This is an optimization exercise on Yosys and OpenROAD, whose aim is small area, not a production implementation. RTL that was checked went through simulation tests only; none was proved equivalent to the original. Power figures rest on the tool's default switching activity, not on a simulated workload.

==> run F <==
Design sin_gen, start of the top module:
module sin_gen #(
  parameter phase_width     = 9,
  parameter data_width      = 16,
  parameter sampling_f      = 4535,    
  parameter clock_cnt_width = 13
)(
  input                        clk,         
  input                        rst,         
  input      [phase_width-1:0] phase_incr,  
  output     [phase_width-1:0] phase_out,
  output     [data_width-1:0]  signal_out,
  output                       fs_out       
);
  reg  [8:0]  phase_cnt;    
  reg  [8:0]  ph_d;         
  reg  [11:0] c;            
  reg         clock_out;    
  wire term = (c & 12'h27f) == 12'h07f;    
  wire fb   = ~(c[11] ^ c[10]);
  always @(posedge clk) begin
    if (rst) begin
      phase_cnt <= 9'd0;
      ph_d      <= 9'd0;
      c         <= 12'h0e5;
      clock_out <= 1'b1;
    end else begin
      ph_d <= phase_cnt;
      if (term) begin
        c         <= clock_out ? 12'h072 : 12'h0e5;
        clock_out <= ~clock_out;
        if (!clock_out)
          phase_cnt <= phase_cnt + phase_incr;
      end else begin
        c <= {c[10:0], fb};
      end
    end
  end
  assign phase_out = phase_cnt;
  assign fs_out    = clock_out;
  wire [8:0]  p = ph_d;
  wire [15:0] rom;
  ...
clock: 10.0 ns
lec_check: 0
abc_area: 1
cap_margin: 20
cell_pad_in_sites_detail_placement: 2
cell_pad_in_sites_global_placement: 4
core_margin: 2
core_utilization: 30
slew_margin: 20
synth_memory_max_bits: 16384
standard.sh (not shown) runs the stock make flow with config.mk's settings and CLKGATE_MAP_FILE= SYNTH_SCRIPT=/design/flow/synth_recipe.tcl, a recipe that flattens the netlist after the stock synthesis.
==> flow/flow/run.sh <==
#!/bin/bash
set -euo pipefail
W=$PWD
mkdir -p "$W/myscripts"
cp -r "$FLOW_HOME/scripts/." "$W/myscripts/"
cp "$W/flow/abc_area.script" "$W/myscripts/abc_area.script"
bash standard.sh "SCRIPTS_DIR=$W/myscripts" "ADDER_MAP_FILE=" synth > "$W/synth.log" 2>&1
bash standard.sh "BUFFER_PORTS_ARGS=-buffer_cell sky130_fd_sc_hd__buf_1" \
  "CTS_ARGS=-sink_clustering_enable -repair_clock_nets -buf_list sky130_fd_sc_hd__clkbuf_4 -dont_use_dummy_load" \
  finish > "$W/layout.log" 2>&1
==> flow/flow/abc_area.script <==
strash
&get -n
&dch -f
&nf -R 1000
&put
topo
==> inputs of run H, as changes to run F <==
==> flow/run.sh (new file) <==
#!/bin/bash
# synth_recipe.tcl (not shown) runs the flow's synth.tcl, then flattens the netlist and writes it again
# the make line also repeats each setting of config.mk as NAME=value (left out here)
make -C /OpenROAD-flow-scripts/flow DESIGN_CONFIG=/design/flow/config.mk WORK_HOME=/design/flow/orfs CLKGATE_MAP_FILE= SYNTH_SCRIPT=/design/flow/synth_recipe.tcl finish
removed: flow/flow/run.sh
removed: flow/flow/abc_area.script
removed: flow/standard.sh
==> inputs of run B, as changes to run F <==
--- a/flow/flow/run.sh
+++ b/flow/flow/run.sh
@@ -8,3 +8,3 @@
 bash standard.sh "BUFFER_PORTS_ARGS=-buffer_cell sky130_fd_sc_hd__buf_1" \
-  "CTS_ARGS=-sink_clustering_enable -repair_clock_nets -buf_list sky130_fd_sc_hd__clkbuf_4 -dont_use_dummy_load" \
+  "CTS_ARGS=-sink_clustering_enable -sink_clustering_size 32 -sink_clustering_max_diameter 500 -repair_clock_nets -buf_list {sky130_fd_sc_hd__clkbuf_4 sky130_fd_sc_hd__clkbuf_8} -dont_use_dummy_load" \
   finish > "$W/layout.log" 2>&1
--- a/flow/config.mk
+++ b/flow/config.mk
@@ -9,6 +9,7 @@
 export CAP_MARGIN = 20
-export CELL_PAD_IN_SITES_DETAIL_PLACEMENT = 2
-export CELL_PAD_IN_SITES_GLOBAL_PLACEMENT = 4
+export CELL_PAD_IN_SITES_DETAIL_PLACEMENT = 1
+export CELL_PAD_IN_SITES_GLOBAL_PLACEMENT = 2
 export CORE_MARGIN = 2
-export CORE_UTILIZATION = 30
+export CORE_UTILIZATION = 40
+export GPL_TIMING_DRIVEN = 1
 export SLEW_MARGIN = 20
==> inputs of run K, as changes to run F <==
--- a/flow/config.mk
+++ b/flow/config.mk
@@ -8,3 +8,3 @@
 export ABC_AREA = 1
-export CAP_MARGIN = 20
+export CAP_MARGIN = 0
 export CELL_PAD_IN_SITES_DETAIL_PLACEMENT = 2
@@ -13,3 +13,3 @@
 export CORE_UTILIZATION = 30
-export SLEW_MARGIN = 20
+export SLEW_MARGIN = 0
 export SYNTH_MEMORY_MAX_BITS = 16384
==> flow_metrics.py <==
metrics = {
    "routing": {
        "wl_met2_um": 5740,
    },
    "pwr": {
        "leakagePower_nw": 1.13,
        "p_comb_mw": 0.00987,
    },
    "yosys": {
        "netlist_area_mm2": 0.00278,
        "synthAdderAreaFrac_pct": 2.16,
        "synth_xor_area_share_pct": 13.2,
        "syn_nets": 421,
        "yosysTopAreaCellShare_pct": 22.3,
        "synth_cells": 410,
    },
    "placement": {
        "placed_cells": 539,
    },
    "outcome": {
        "outcome": "timing/DRC/antenna clean",
    },
    "worst_setup_path": {
        "reg2reg_slack_ns": 6.15,
    },
    "grt": {
        "grt_pass1_vias": 3671,
    },
}
(the above is from run B)
==> flow_metrics.py <==
metrics = {
    "outcome": {
        "outcome": "timing/DRC/antenna clean",
    },
    "yosys": {
        "netlist_area_mm2": 0.00278,
        "synth_compound_area_share_pct": 34.4,
        "syn_nets": 421,
        "synthAdderAreaFrac_pct": 2.16,
        "synth_cells": 410,
    },
    "routing": {
        "wl_met2_um": 6670,
    },
    "pwr": {
        "power_density_mw_per_mm2": 61.0,
        "leakagePower_nw": 1.13,
    },
    "placement": {
        "placed_cells": 571,
    },
    "min_path": {
        "min_path_type": "flop to flop",
    },
    "worst_setup_path": {
        "reg2reg_slack_ns": 6.15,
    },
}
(the above is from run F)
==> flow_metrics.py <==
metrics = {
    "placement": {
        "portBuffers": 36,
        "placed_cells": 790,
    },
    "worst_setup_path": {
        "reg2reg_slack_ns": 7.60,
    },
    "outcome": {
        "outcome": "timing/DRC/antenna clean",
    },
    "yosys": {
        "synth_xor_area_share_pct": 3.57,
        "syn_nets": 653,
        "yosysTopAreaCellShare_pct": 18.4,
        "synth_cells": 628,
        "synthAdderAreaFrac_pct": 4.96,
    },
    "routing": {
        "drtIter0Drc": 222,
        "wl_met2_um": 8770,
    },
    "pwr": {
        "leakagePower_nw": 2.14,
        "p_comb_mw": 0.0139,
    },
    "grt": {
        "grt_pass1_vias": 4669,
    },
}
(the above is from run H)
==> flow_metrics.py <==
metrics = {
    "yosys": {
        "yosysTopAreaCellShare_pct": 22.3,
        "synth_xor_area_share_pct": 13.2,
        "synthAdderAreaFrac_pct": 2.16,
        "netlist_area_mm2": 0.00278,
    },
    "pwr": {
        "p_comb_mw": 0.0102,
        "leakagePower_nw": 1.13,
    },
    "outcome": {
        "outcome": "timing/DRC/antenna clean",
    },
    "grt": {
        "grt_pass1_vias": 3802,
    },
}
(the above is from run K)

* * *

==> v24: inputs <==
sin_gen, a different RTL version from the one above (not shown whole).
clock: 10.0 ns
lec_check: 0
abc_area: 1
cap_margin: 20
cell_pad_in_sites_detail_placement: 1
cell_pad_in_sites_global_placement: 2
core_margin: 2
core_utilization: 40
gpl_timing_driven: 1
slew_margin: 20
synth_memory_max_bits: 16384
==> flow/flow/run.sh <==
#!/bin/bash
set -euo pipefail
W=$PWD
mkdir -p "$W/myscripts"
cp -r "$FLOW_HOME/scripts/." "$W/myscripts/"
cp "$W/flow/abc_area.script" "$W/myscripts/abc_area.script"
bash standard.sh "SCRIPTS_DIR=$W/myscripts" "ADDER_MAP_FILE=" synth > "$W/synth.log" 2>&1
bash standard.sh "BUFFER_PORTS_ARGS=-buffer_cell sky130_fd_sc_hd__buf_1" \
  "CTS_ARGS=-sink_clustering_enable -repair_clock_nets -buf_list sky130_fd_sc_hd__clkbuf_4 -dont_use_dummy_load" \
  finish > "$W/layout.log" 2>&1
==> flow/flow/abc_area.script <==
strash
&get -n
&dch -f
&nf -R 1000
&put
topo
==> v20 (differences from v24) <==
--- a/flow/design.v
+++ b/flow/design.v
@@ -22,43 +22,82 @@
   wire [6:0] fold;
   wire [6:0] low_or;
   assign low_or[0] = 1'b0;
   genvar gi;
   generate for (gi = 1; gi < 7; gi = gi + 1) begin : g_fold
     assign low_or[gi] = low_or[gi-1] | phase_cnt[gi-1];
   end endgenerate
   assign fold = phase_cnt[6:0] ^ ({7{phase_cnt[7]}} & low_or);
-  always @(posedge clk)
-    ph_s <= phase_cnt[8];
   always @(posedge clk) begin
     if (rst) begin
       phase_cnt <= 9'd0;
+      ph_s      <= 1'b0;
       ph_r      <= 1'b0;
       ph_i      <= 7'd0;
       c         <= 12'h0e5;
       clock_out <= 1'b1;
     end else begin
+      ph_s <= phase_cnt[8];
       ph_r <= phase_cnt[7];
       ph_i <= fold;
       if (term) begin
         c         <= clock_out ? 12'h072 : 12'h0e5;
         clock_out <= ~clock_out;
         if (!clock_out)
           phase_cnt <= phase_cnt + phase_incr;
       end else begin
         c <= {c[10:0], fb};
       end
     end
   end
   assign phase_out = phase_cnt;
   assign fs_out    = clock_out;
   wire [8:0]  p = {ph_s, ph_r, ph_i};
   wire [15:0] rom;
-  wire n26, n27, n28, n29, n30, n31, n32, n33, n34, n35, n36, n37, n38, n39, n40, n41, n42, n43, n44, n45, n46, n47, n48, n49, n50, n51, n52, n53, n54, n55, n56, n57, n58, n59, n60, n61, n62, n63, n64, n65, n66, n67, n68, n69, n70, n71, n72, n73, n74, n75, n76, n77, n78, n79, n80, n81, n82, n83, n84, n85, n86, n87, n88, n89, n90, n91, n92, n93, n94, n95, n96, n97, n98, n99, n100, n101, n102, n103, n104, n105, n106, n107, n108, n109, n110, n111, n112, n113, n114, n115, n116, n117, n118, n119, n120, n121, n122, n123, n124, n125, n126, n127, n128, n129, n130, n131, n132, n133, n134, n135, n136, n137, n138, n139, n140, n141, n142, n143, n144, n145, n146, n147, n148, n149, n151, n152, n153, n154, n155, n156, n157, n158, n159, n160, n161, n162, n163, n164, n165, n166, n167, n168, n169, n170, n171, n172, n173, n174, n175, n176, n177, n178, n179, n180, n181, n182, n183, n184, n185, n186, n187, n188, n189, n190, n191, n192, n193, n194, n195, n196, n197, n198, n200, n201, n202, n203, n204, n205, n206, n207, n208, n209, n210, n211, n212, n213, n214, n215, n216, n217, n218, n219, n220, n221, n222, n223, n224, n225, n226, n227, n228, n229, n230, n231, n232, n233, n234, n235, n236, n237, n238, n239, n240, n241, n243, n244, n245, n246, n247, n248, n249, n250, n251, n252, n253, n254, n255, n256, n257, n258, n259, n260, n261, n262, n263, n264, n265, n266, n267, n268, n269, n270, n271, n272, n273, n274, n275, n276, n277, n278, n280, n281, n282, n283, n284, n285, n286, n287, n288, n289, n290, n291, n292, n293, n294, n295, n296, n297, n298, n299, n300, n301, n302, n303, n304, n305, n306, n307, n308, n309, n310, n311, n312, n313, n314, n315, n316, n317, n319, n320, n321, n322, n323, n324, n325, n326, n327, n328, n329, n330, n331, n332, n333, n334, n335, n336, n337, n338, n339, n340, n341, n342, n343, n344, n345, n347, n348, n349, n350, n351, n352, n353, n354, n355, n356, n357, n358, n359, n360, n361, n362, n363, n364, n365, n366, n367, n368, n369, n370, n371, n372, n373, n374, n375, n376, n377, n378, n379, n380, n382, n383, n384, n385, n386, n387, n388, n389, n390, n391, n392, n393, n394, n395, n396, n397, n398, n399, n400, n401, n402, n403, n404, n405, n406, n407, n408, n409, n411, n412, n413, n414, n415, n416, n417, n418, n419, n420, n421, n422, n423, n424, n425, n426, n427, n428, n429, n430, n431, n432, n433, n434, n436, n437, n438, n439, n440, n441, n442, n443, n444, n445, n446, n447, n448, n449, n450, n451, n452, n453, n454, n455, n456, n457, n458, n459, n460, n462, n463, n464, n465, n466, n467, n468, n469, n470, n471, n472, n473, n474, n475, n476, n477, n478, n479, n480, n481, n482, n483, n484, n485, n487, n488, n489, n490, n491, n492, n493, n494, n495, n496, n497, n498, n499, n501, n502, n503, n504, n505, n506, n507, n509, n510, n511, n513;
+  wire n26, n27, n28, n29, n30, n31, n32, n33, n34, n35, n36, n37;
+  wire n38, n39, n40, n41, n42, n43, n44, n45, n46, n47, n48, n49;
+  wire n50, n51, n52, n53, n54, n55, n56, n57, n58, n59, n60, n61;
+  wire n62, n63, n64, n65, n66, n67, n68, n69, n70, n71, n72, n73;
+  wire n74, n75, n76, n77, n78, n79, n80, n81, n82, n83, n84, n85;
+  wire n86, n87, n88, n89, n90, n91, n92, n93, n94, n95, n96, n97;
+  wire n98, n99, n100, n101, n102, n103, n104, n105, n106, n107, n108, n109;
+  wire n110, n111, n112, n113, n114, n115, n116, n117, n118, n119, n120, n121;
+  wire n122, n123, n124, n125, n126, n127, n128, n129, n130, n131, n132, n133;
+  wire n134, n135, n136, n137, n138, n139, n140, n141, n142, n143, n144, n145;
+  wire n146, n147, n148, n149, n151, n152, n153, n154, n155, n156, n157, n158;
+  wire n159, n160, n161, n162, n163, n164, n165, n166, n167, n168, n169, n170;
+  wire n171, n172, n173, n174, n175, n176, n177, n178, n179, n180, n181, n182;
+  wire n183, n184, n185, n186, n187, n188, n189, n190, n191, n192, n193, n194;
+  wire n195, n196, n197, n198, n200, n201, n202, n203, n204, n205, n206, n207;
+  wire n208, n209, n210, n211, n212, n213, n214, n215, n216, n217, n218, n219;
+  wire n220, n221, n222, n223, n224, n225, n226, n227, n228, n229, n230, n231;
+  wire n232, n233, n234, n235, n236, n237, n238, n239, n240, n241, n243, n244;
+  wire n245, n246, n247, n248, n249, n250, n251, n252, n253, n254, n255, n256;
+  wire n257, n258, n259, n260, n261, n262, n263, n264, n265, n266, n267, n268;
+  wire n269, n270, n271, n272, n273, n274, n275, n276, n277, n278, n280, n281;
+  wire n282, n283, n284, n285, n286, n287, n288, n289, n290, n291, n292, n293;
+  wire n294, n295, n296, n297, n298, n299, n300, n301, n302, n303, n304, n305;
+  wire n306, n307, n308, n309, n310, n311, n312, n313, n314, n315, n316, n317;
+  wire n319, n320, n321, n322, n323, n324, n325, n326, n327, n328, n329, n330;
+  wire n331, n332, n333, n334, n335, n336, n337, n338, n339, n340, n341, n342;
+  wire n343, n344, n345, n347, n348, n349, n350, n351, n352, n353, n354, n355;
+  wire n356, n357, n358, n359, n360, n361, n362, n363, n364, n365, n366, n367;
+  wire n368, n369, n370, n371, n372, n373, n374, n375, n376, n377, n378, n379;
+  wire n380, n382, n383, n384, n385, n386, n387, n388, n389, n390, n391, n392;
+  wire n393, n394, n395, n396, n397, n398, n399, n400, n401, n402, n403, n404;
+  wire n405, n406, n407, n408, n409, n411, n412, n413, n414, n415, n416, n417;
+  wire n418, n419, n420, n421, n422, n423, n424, n425, n426, n427, n428, n429;
+  wire n430, n431, n432, n433, n434, n436, n437, n438, n439, n440, n441, n442;
+  wire n443, n444, n445, n446, n447, n448, n449, n450, n451, n452, n453, n454;
+  wire n455, n456, n457, n458, n459, n460, n462, n463, n464, n465, n466, n467;
+  wire n468, n469, n470, n471, n472, n473, n474, n475, n476, n477, n478, n479;
+  wire n480, n481, n482, n483, n484, n485, n487, n488, n489, n490, n491, n492;
+  wire n493, n494, n495, n496, n497, n498, n499, n501, n502, n503, n504, n505;
+  wire n506, n507, n509, n510, n511, n513;
   assign n26 = ~p[0] & p[1];
   assign n27 = p[0] & ~p[1];
   assign n28 = ~n26 & ~n27;
   assign n29 = p[3] & ~n28;
   assign n30 = ~p[1] & ~p[2];
   assign n31 = p[4] & ~n30;
   assign n32 = n29 & n31;
   assign n33 = ~p[0] & ~p[2];
==> notes <==
- Of v24 and v20, v20 has the higher clock power (gap about 3.4%, measured against v20).
- Against v20, the non-clock buffer count of v24 is lower by 4.
- In v24 the routed wire length is lower than in v20, by about 0.9%.
- Against v24, the final area of v20 is higher by 0.60%.
- Between v24 and v20, the lower final cell count is in v24 (gap 1.4%, measured against v20).
- Against v20, the register-to-register slack of v24 is better by 90 ps.
- In v20 the critical path depth is higher than in v24, by 2.
==> figures <==
quantity                                                                               v20                       v24
Total power divided by cell area                                              62.58 mW/mm2              62.40 mW/mm2
Fraction of final layout cells with drive strength greater than 1                   3.254%                    2.428%
Fraction of post-synthesis cell area in the top cell type by area                   22.10%                    22.02%
Die span in x                                                                     87.78 um                  87.95 um
Number of non-clock buffers                                                             45                        41
Share of the cycle needed by the critical path after routing                        65.82%                    63.93%
Wire length of the first global-routing pass                                      17.64 mm                  18.17 mm
Status                                                             complete, no violations   complete, no violations
Overall routing resource usage                                                      29.92%                    30.63%
Syn nets                                                                               423                       419
Seq area share                                                                      19.59%                    19.71%
Inverter count                                                                           7                         4
Unique masters post-synth                                                               47                        44
Die Y-Extent                                                                      87.78 um                  87.95 um
Cell with the largest stage delay on the worst path                sky130_fd_sc_hd__nor2_1  sky130_fd_sc_hd__dfxtp_1
The RTL of v24 was laid out without a check of its function.

==> static timing again, ports no longer ideal <==
No port has a modelled driver above. Below, the same layouts with a new extraction and two added sets of constraints.
Step 1: set_driving_cell puts a clkbuf_16 on clk and a buf_2 on each other input, an assumption about the parent block.
Step 2, shift: input delay + t, output delay - t, t = (earliest + latest rising clock arrival at the registers) / 2. This alone moves slack from input paths to output paths.
a / b / c = ideal / step 1 / step 2; a / b = the first two.
| run | t, ns | setup slack, ns | worst slew at a driven data input, ns |
|---|---|---|---|
| run F | 0.337 | 2.693 / 2.668 / 3.005 | 0.04 |
| run H | 0.310 | 3.335 / 3.300 / 3.610 | 0.04 |
| run B | 0.294 | 2.272 / 2.246 / 2.540 | 0.04 |
| run K | 0.338 | 2.386 / 2.361 / 2.698 | 0.04 |
| v24 | 0.333 | 3.607 / 3.586 / 3.919 | 0.03 |
| v20 | 0.347 | 3.418 / 3.391 / 3.738 | 0.03 |
After both steps setup and hold are still met in every run listed.
